This design comes from an exercise in tuning for small area on the open sky130 flow, not from production work. Only simulation tests tie the RTL to the original design; equivalence was not proved. No activity file was given, so power comes from the tool's default toggle rates.

Setup of job 103:
## ppm_decoder
module ppm_decoder(clk, rst, ppm, ch_flat);
input logic clk;
input logic rst;
input logic ppm;
output logic [155:0] ch_flat;
logic [9:0] ch [0:12];
logic [9:0] pm [0:12];
logic [19:0] ring [0:12];  
genvar gi;
generate
	for (gi = 0; gi < 13; gi = gi + 1) begin : g_flat
		assign ch_flat[gi*12 +: 12] = {2'b00, ch[gi]};
	end
endgenerate
logic [9:0] v;
logic [2:0] ph;
logic last_ppm;
logic [3:0] chi;
wire edge_p = ppm & ~last_ppm;
wire sync = ph[2] & ph[1];
wire we = edge_p & ~sync & (chi < 4'd13);
wire v_wrap = (v == 10'd999) | (ph == 3'd5);
wire x_hi = (ph == 3'd2) | (ph == 3'd3) | ((ph == 3'd4) & (v < 10'd96));
wire [9:0] x = (ph == 3'd1) ? v : (x_hi ? 10'd999 : 10'd0);
logic [3:0] phase;
logic [3:0] sp;
logic sweep;
wire [3:0] rq = (chi < 4'd13) ? chi : 4'd0;
wire svc = (sp != rq) & (phase == sp);
wire [9:0] r_h1 = ring[0][9:0];
wire [9:0] r_h2 = ring[0][19:10];
wire [9:0] px = pm[phase];
function automatic logic le10(input logic [9:0] p, input logic [9:0] q);
	logic r;
	integer k;
	r = 1'b1;
	for (k = 0; k < 10; k = k + 1)
		r = (p[k] == q[k]) ? r : q[k];
	le10 = r;
endfunction
wire ab = le10(r_h1, r_h2);
wire xa = le10(px, r_h1);
wire xb = le10(px, r_h2);
wire m_x = xa ^ xb;
wire m_2 = ~m_x & (ab ^ xa);
wire m_1 = ~m_x & ~(ab ^ xa);
wire [9:0] med = ({10{m_x}} & px) | ({10{m_2}} & r_h2) | ({10{m_1}} & r_h1);
wire [12:0] wr;
wire [12:0] sv;
wire [12:0] kc;
wire [12:0] kp;
  ...
For scale: ~1400 cells after synthesis, ~550 flip-flops, ~160 I/O pins.
==> module ppm_decoder, before the edit <==
module ppm_decoder(clk, rst, ppm, ch_flat);
input logic clk;
input logic rst;
input logic ppm;
output logic [155:0] ch_flat;
logic [9:0] ch [0:12];
logic [9:0] pm [0:12];
logic [19:0] ring [0:12];  
genvar gi;
generate
	for (gi = 0; gi < 13; gi = gi + 1) begin : g_flat
		assign ch_flat[gi*12 +: 12] = {2'b00, ch[gi]};
	end
endgenerate
logic [9:0] v;
logic [2:0] ph;
logic last_ppm;
logic [3:0] chi;
wire edge_p = ppm & ~last_ppm;
wire sync = ph[2] & ph[1];
wire we = edge_p & ~sync & (chi < 4'd13);
wire v_wrap = (v == 10'd999) | (ph == 3'd5);
wire x_hi = (ph == 3'd2) | (ph == 3'd3) | ((ph == 3'd4) & (v < 10'd96));
wire [9:0] x = (ph == 3'd1) ? v : (x_hi ? 10'd999 : 10'd0);
logic [3:0] phase;
logic [3:0] sp;
logic sweep;
wire [3:0] rq = (chi < 4'd13) ? chi : 4'd0;
wire svc = (sp != rq) & (phase == sp);
wire [9:0] r_h1 = ring[0][9:0];
wire [9:0] r_h2 = ring[0][19:10];
wire [9:0] px = pm[phase];
function automatic logic le10(input logic [9:0] p, input logic [9:0] q);
	logic r;
	integer k;
	r = 1'b1;
	for (k = 0; k < 10; k = k + 1)
		r = (p[k] == q[k]) ? r : q[k];
	le10 = r;
endfunction
wire ab = le10(r_h1, r_h2);
wire xa = le10(px, r_h1);
wire xb = le10(px, r_h2);
wire m_x = xa ^ xb;
wire m_2 = ~m_x & (ab ^ xa);
wire m_1 = ~m_x & ~(ab ^ xa);
wire [9:0] med = ({10{m_x}} & px) | ({10{m_2}} & r_h2) | ({10{m_1}} & r_h1);
wire [12:0] wr;
wire [12:0] sv;
wire [12:0] kc;
wire [12:0] kp;
genvar gc;
generate
	for (gc = 0; gc < 13; gc = gc + 1) begin : g_ch
		assign wr[gc] = rst & we & (chi == gc);
		assign sv[gc] = rst & svc & (phase == gc);
		assign kc[gc] = rst & ~(we & (chi == gc));
		assign kp[gc] = rst & ~(we & (chi == gc)) & ~(svc & (phase == gc));
		always @(posedge clk) begin
			ch[gc] <= ({10{wr[gc]}} & pm[gc]) | ({10{kc[gc]}} & ch[gc]);
			pm[gc] <= ({10{wr[gc]}} & x) | ({10{sv[gc]}} & med) | ({10{kp[gc]}} & pm[gc]);
		end
	end
endgenerate
integer k;
always @(posedge clk) begin
	for (k = 0; k < 12; k = k + 1)
		ring[k] <= ring[k + 1];
	ring[12] <= svc ? {r_h1, px} : (sweep ? 20'd0 : ring[0]);
end
always @(posedge clk) begin
	if (~rst) begin
		v <= 10'd0;
		ph <= 3'd0;
		last_ppm <= 1'b1;
		chi <= 4'd0;
		phase <= 4'd0;
		sp <= 4'd0;
		sweep <= 1'b1;
	end else begin
		last_ppm <= ppm;
		phase <= (phase == 4'd12) ? 4'd0 : phase + 4'd1;
		if (phase == 4'd12) sweep <= 1'b0;
		if (edge_p) begin
			v <= 10'd1;
			ph <= 3'd0;
			if (sync) begin
				chi <= 4'd0;
				sp <= 4'd0;
			end else begin
				chi <= chi + 4'd1;
			end
		end else if (!sync) begin
			if (v_wrap) begin
				v <= 10'd0;
				ph <= ph + 3'd1;
			end else begin
				v <= v + 10'd1;
			end
		end
		if (svc) sp <= (sp == 4'd12) ? 4'd0 : sp + 4'd1;
	end
end
endmodule
export LEC_CHECK = 0
export CAP_MARGIN = 20
export CORE_MARGIN = 2
export CORE_UTILIZATION = 50
export PLACE_DENSITY = 0.75
export SLEW_MARGIN = 20
create_clock -name core_clock -period 10.0 [get_ports {clk}]
standard.sh (not shown) runs the stock make flow with config.mk's settings and CLKGATE_MAP_FILE= SYNTH_SCRIPT=/design/flow/synth_recipe.tcl, a recipe that flattens the netlist after the stock synthesis.
==> flow/flow/run.sh <==
#!/bin/bash
# Own layout flow: the standard flow (standard.sh) with
#  - synthesis mapped by an area-oriented ABC script (flow/synth.tcl, flow/abc.script);
#    registers, their names and cells are the standard synthesis's,
#  - the constant-0 outputs driven by one tie cell instead of one per port
#    (flow/merge_ties.tcl, run on the floorplan),
#  - minimum-size buffers on the ports,
#  - a clock tree of small buffers without dummy loads.
# Logs: make's output in flow_make_*.log, the tie step's in merge_ties.log, and each
# ORFS tool's full log under orfs/logs.
set -euo pipefail
W=$(pwd)
export OWN_WORK=$W
export OWN_ABC_SCRIPT=$W/flow/abc.script
CTS="-sink_clustering_enable -repair_clock_nets -dont_use_dummy_load"
CTS="$CTS -buf_list sky130_fd_sc_hd__clkbuf_4 -sink_clustering_size 9 -sink_clustering_max_diameter 45"
ARGS=(SYNTH_SCRIPT=$W/flow/synth.tcl
  "BUFFER_PORTS_ARGS=-buffer_cell sky130_fd_sc_hd__buf_1"
  "CTS_ARGS=$CTS")
bash standard.sh "${ARGS[@]}" floorplan > $W/flow_make_1.log 2>&1
R=$W/orfs/results/sky130hd/ppm_decoder/base
ODB_IN=$R/2_floorplan.odb ODB_OUT=$R/2_floorplan.odb \
  openroad -no_init -exit $W/flow/merge_ties.tcl > $W/merge_ties.log 2>&1
bash standard.sh "${ARGS[@]}" finish > $W/flow_make_2.log 2>&1
Other scripts of this flow, unchanged in this note and not shown: flow/flow/abc.script, flow/flow/merge_ties.tcl, flow/flow/synth.tcl
Job 103 went all the way through synthesis, placement and routing and the layout is clean on timing, DRC and antenna.
Edits applied to the flow inputs when going from job 103 to job 101:
-- flow/design.v --
<<< job 103, line 91
				chi <= chi + 4'd1;
			end
		end else if (!sync) begin
			if (v_wrap) begin
				v <= 10'd0;
				ph <= ph + 3'd1;
			end else begin
				v <= v + 10'd1;
			end
		end
		if (svc) sp <= (sp == 4'd12) ? 4'd0 : sp + 4'd1;
>>> job 101, line 91
				chi <= chi + 4'd1;
			end
		end else if (v_wrap) begin
			v <= 10'd0;
			if (!sync) ph <= ph + 3'd1;
		end else begin
			v <= v + 10'd1;
		end
		if (svc) sp <= (sp == 4'd12) ? 4'd0 : sp + 4'd1;
Results
As far as sum of overflow across all layers after global routing goes, job 101 and job 103 are indistinguishable; the numbers are identical.
Floorplan die area on job 101 is ahead of job 103.
Going from job 103 to job 101, starting DRC count in detailed routing has decreased, maximum operating frequency shows an increase of 6.5 MHz, wire length after detailed routing has decreased, fraction of standard cell area that is sequential picked up an extra 0.31 points.
Re register area share after synthesis: job 103 and job 101 aren't equal, and the lower value belongs to job 103.
Between job 103 and job 101, data-path buffer share of cell area in the final layout decreased.
Between job 103 and job 101, the difference in complex-gate fraction of the synthesized area is negligible.
Design area improves in job 101 relative to job 103.
Highest-delay cell along the critical path = sky130_fd_sc_hd__o21ai_0: job 103; highest-delay cell along the critical path = sky130_fd_sc_hd__a221o_1: job 101

---

Setup of lane 3:
ppm_decoder, a different RTL version from the one above (not shown whole).
Size in the first run: about 550 flip-flops, about 160 I/O pins.
==> module ppm_decoder, before the edit <==
module ppm_decoder(clk, rst, ppm, ch_flat);
input logic clk;
input logic rst;
input logic ppm;
output logic [155:0] ch_flat;
logic [9:0] ch [0:12];
logic [9:0] pm [0:12];
logic [19:0] ring [0:12];  
genvar gi;
generate
	for (gi = 0; gi < 13; gi = gi + 1) begin : g_flat
		assign ch_flat[gi*12 +: 12] = {2'b00, ch[gi]};
	end
endgenerate
logic [9:0] v;
logic [2:0] ph;
logic last_ppm;
logic [3:0] chi;
wire edge_p = ppm & ~last_ppm;
wire sync = ph[2] & ph[1];
wire we = edge_p & ~sync & (chi < 4'd13);
wire v_wrap = (v == 10'd999) | (ph == 3'd5);
wire x_hi = (ph == 3'd2) | (ph == 3'd3) | ((ph == 3'd4) & (v < 10'd96));
wire [9:0] x = (ph == 3'd1) ? v : (x_hi ? 10'd999 : 10'd0);
logic [3:0] phase;
logic [3:0] sp;
logic sweep;
wire [3:0] rq = (chi < 4'd13) ? chi : 4'd0;
wire svc = (sp != rq) & (phase == sp);
wire [9:0] r_h1 = sweep ? 10'd0 : ring[0][9:0];
wire [9:0] r_h2 = sweep ? 10'd0 : ring[0][19:10];
wire [9:0] px = pm[phase];
function automatic logic le10(input logic [9:0] p, input logic [9:0] q);
	logic r;
	integer k;
	r = 1'b1;
	for (k = 0; k < 10; k = k + 1)
		r = (p[k] == q[k]) ? r : q[k];
	le10 = r;
endfunction
wire ab = le10(r_h1, r_h2);
wire xa = le10(px, r_h1);
wire xb = le10(px, r_h2);
wire m_x = xa ^ xb;
wire m_2 = ~m_x & (ab ^ xa);
wire m_1 = ~m_x & ~(ab ^ xa);
wire [9:0] med = ({10{m_x}} & px) | ({10{m_2}} & r_h2) | ({10{m_1}} & r_h1);
wire [12:0] wr;
wire [12:0] sv;
wire [12:0] kc;
wire [12:0] kp;
genvar gc;
generate
	for (gc = 0; gc < 13; gc = gc + 1) begin : g_ch
		assign wr[gc] = rst & we & (chi == gc);
		assign sv[gc] = rst & svc & (phase == gc);
		assign kc[gc] = rst & ~(we & (chi == gc));
		assign kp[gc] = rst & ~(we & (chi == gc)) & ~(svc & (phase == gc));
		always @(posedge clk) begin
			ch[gc] <= ({10{wr[gc]}} & pm[gc]) | ({10{kc[gc]}} & ch[gc]);
			pm[gc] <= ({10{wr[gc]}} & x) | ({10{sv[gc]}} & med) | ({10{kp[gc]}} & pm[gc]);
		end
	end
endgenerate
integer k;
always @(posedge clk) begin
	for (k = 0; k < 12; k = k + 1)
		ring[k] <= ring[k + 1];
	ring[12] <= svc ? {r_h1, px} : {r_h2, r_h1};
end
always @(posedge clk) begin
	if (~rst) begin
		v <= 10'd0;
		ph <= 3'd0;
		last_ppm <= 1'b1;
		chi <= 4'd0;
		phase <= 4'd0;
		sp <= 4'd0;
		sweep <= 1'b1;
	end else begin
		last_ppm <= ppm;
		phase <= (phase == 4'd12) ? 4'd0 : phase + 4'd1;
		if (phase == 4'd12) sweep <= 1'b0;
		if (edge_p) begin
			v <= 10'd1;
			ph <= 3'd0;
			if (sync) begin
				chi <= 4'd0;
				sp <= 4'd0;
			end else begin
				chi <= chi + 4'd1;
			end
		end else if (!sync) begin
			if (v_wrap) begin
				v <= 10'd0;
				ph <= ph + 3'd1;
			end else begin
				v <= v + 10'd1;
			end
		end
		if (svc) sp <= (sp == 4'd12) ? 4'd0 : sp + 4'd1;
	end
end
endmodule
==> flow/config.mk <==
export PLATFORM = sky130hd
export DESIGN_NAME = ppm_decoder
export DESIGN_NICKNAME = ppm_decoder
export VERILOG_FILES = /design/flow/design.v
export SDC_FILE = /design/flow/constraint.sdc
export NUM_CORES = 4
export LEC_CHECK = 0
export CAP_MARGIN = 20
export CORE_MARGIN = 2
export CORE_UTILIZATION = 50
export SLEW_MARGIN = 20
==> flow/constraint.sdc <==
create_clock -name core_clock -period 10.0 [get_ports {clk}]
set_input_delay 2.0000 -clock core_clock [delete_from_list [all_inputs] [get_ports {clk}]]
set_output_delay 2.0000 -clock core_clock [all_outputs]
set_load 0.01 [all_outputs]
==> flow/flow/abc.script <==
&get -n
&st
&dch
&nf -R 1000
&put
topo
dnsize -c
==> flow/flow/merge_ties.tcl <==
# Drive every constant-0 output from one tie cell instead of one tie cell per port.
read_db $::env(ODB_IN)
set block [ord::get_db_block]
set ties {}
foreach inst [$block getInsts] {
  if {[[$inst getMaster] getName] eq "sky130_fd_sc_hd__conb_1"} { lappend ties $inst }
}
puts "tie cells: [llength $ties]"
if {[llength $ties] > 1} {
  set keep [lindex $ties 0]
  set keepnet [[$keep findITerm LO] getNet]
  foreach t [lrange $ties 1 end] {
    set it [$t findITerm HI]
    if {$it ne "NULL" && [$it getNet] ne "NULL"} { puts "skip [$t getName]: HI used"; continue }
    set net [[$t findITerm LO] getNet]
    foreach bt [$net getBTerms] { $bt connect $keepnet }
    foreach it [$net getITerms] {
      if {[$it getInst] ne $t} { $it connect $keepnet }
    }
    odb::dbInst_destroy $t
    odb::dbNet_destroy $net
  }
}
set n 0
foreach inst [$block getInsts] { if {[[$inst getMaster] getName] eq "sky130_fd_sc_hd__conb_1"} { incr n } }
puts "tie cells now: $n, ports on tie net: [llength [$keepnet getBTerms]]"
write_db $::env(ODB_OUT)
==> flow/flow/synth.tcl <==
# The standard synthesis (synth_recipe.tcl, unchanged), with ABC run on an
# area-oriented mapping script instead of ORFS's speed script. Only the
# combinational mapping differs: registers, their names and cells are the
# standard synthesis's.
proc abc {args} {
  set i [lsearch -exact $args -script]
  if {$i >= 0 && [info exists ::env(OWN_ABC_SCRIPT)]} {
    lset args [expr {$i + 1}] $::env(OWN_ABC_SCRIPT)
  }
  yosys abc {*}$args
}
source $::env(OWN_WORK)/synth_recipe.tcl
Scripts as last shown in full above: flow/flow/run.sh
Lane 3 completed every stage of the flow, and the final layout passed the timing, DRC and antenna checks.
Input changes introduced in lane 5 (baseline for comparison: lane 3):
--- a/flow/design.v
+++ b/flow/design.v
@@ -38,16 +38,13 @@
 		r = (p[k] == q[k]) ? r : q[k];
 	le10 = r;
 endfunction
 wire ab = le10(r_h1, r_h2);
 wire xa = le10(px, r_h1);
 wire xb = le10(px, r_h2);
-wire m_x = xa ^ xb;
-wire m_2 = ~m_x & (ab ^ xa);
-wire m_1 = ~m_x & ~(ab ^ xa);
-wire [9:0] med = ({10{m_x}} & px) | ({10{m_2}} & r_h2) | ({10{m_1}} & r_h1);
+wire [9:0] med = (xa ^ xb) ? px : ((ab ^ xa) ? r_h2 : r_h1);
 wire [12:0] wr;
 wire [12:0] sv;
 wire [12:0] kc;
 wire [12:0] kp;
 genvar gc;
 generate
[summary]
- Layout cell share with drive strength beyond 1 was lower in the run labelled lane 3.
- The estimated power of lane 5 ends up higher than the estimate for lane 3.
- Relative to lane 3, lane 5 improves worst hold slack across all endpoints.
- Diff lane 5..lane 3 | maximum clock insertion buffer count | negligible
- On global-route usage, the lower figure sits with lane 5, not lane 3.
- Going from lane 3 to lane 5, switching power total +about 6%, endpoint required time on the critical path increased by 30 ps relative to the old numbers.

==> afterwards: timing with drivers on the ports <==
How much do the figures lean on ideal ports? The routed layouts below were timed once more, with nothing changed but the port constraints.
Step 1 (the two cells are an assumption about what drives the block):
set clk [get_ports {clk}]
set_driving_cell -lib_cell sky130_fd_sc_hd__clkbuf_16 $clk
set_driving_cell -lib_cell sky130_fd_sc_hd__buf_2 [delete_from_list [all_inputs] $clk]
Step 2 adds t to the input delays and takes it off the output delays; t is the mean of the earliest and latest rising clock arrival at the registers after step 1. Input paths then give back, and output paths get back, about the clock's delay inside the block.
Three values: no drivers, after step 1, after step 2; two values: the first two.
| run | shift t [ns] | setup WS [ns] | worst slew at a driven data input, ns |
|---|---|---|---|
| job 103 | 0.746 | 3.022 / 3.022 / 3.022 | 0.03 |
| job 101 | 0.758 | 3.322 / 3.322 / 3.322 | 0.03 |
| lane 3 | 0.756 | 3.026 / 3.026 / 3.026 | 0.03 |
| lane 5 | 0.775 | 4.051 / 4.051 / 4.051 | 0.03 |
After both steps setup and hold are still met in every run listed.
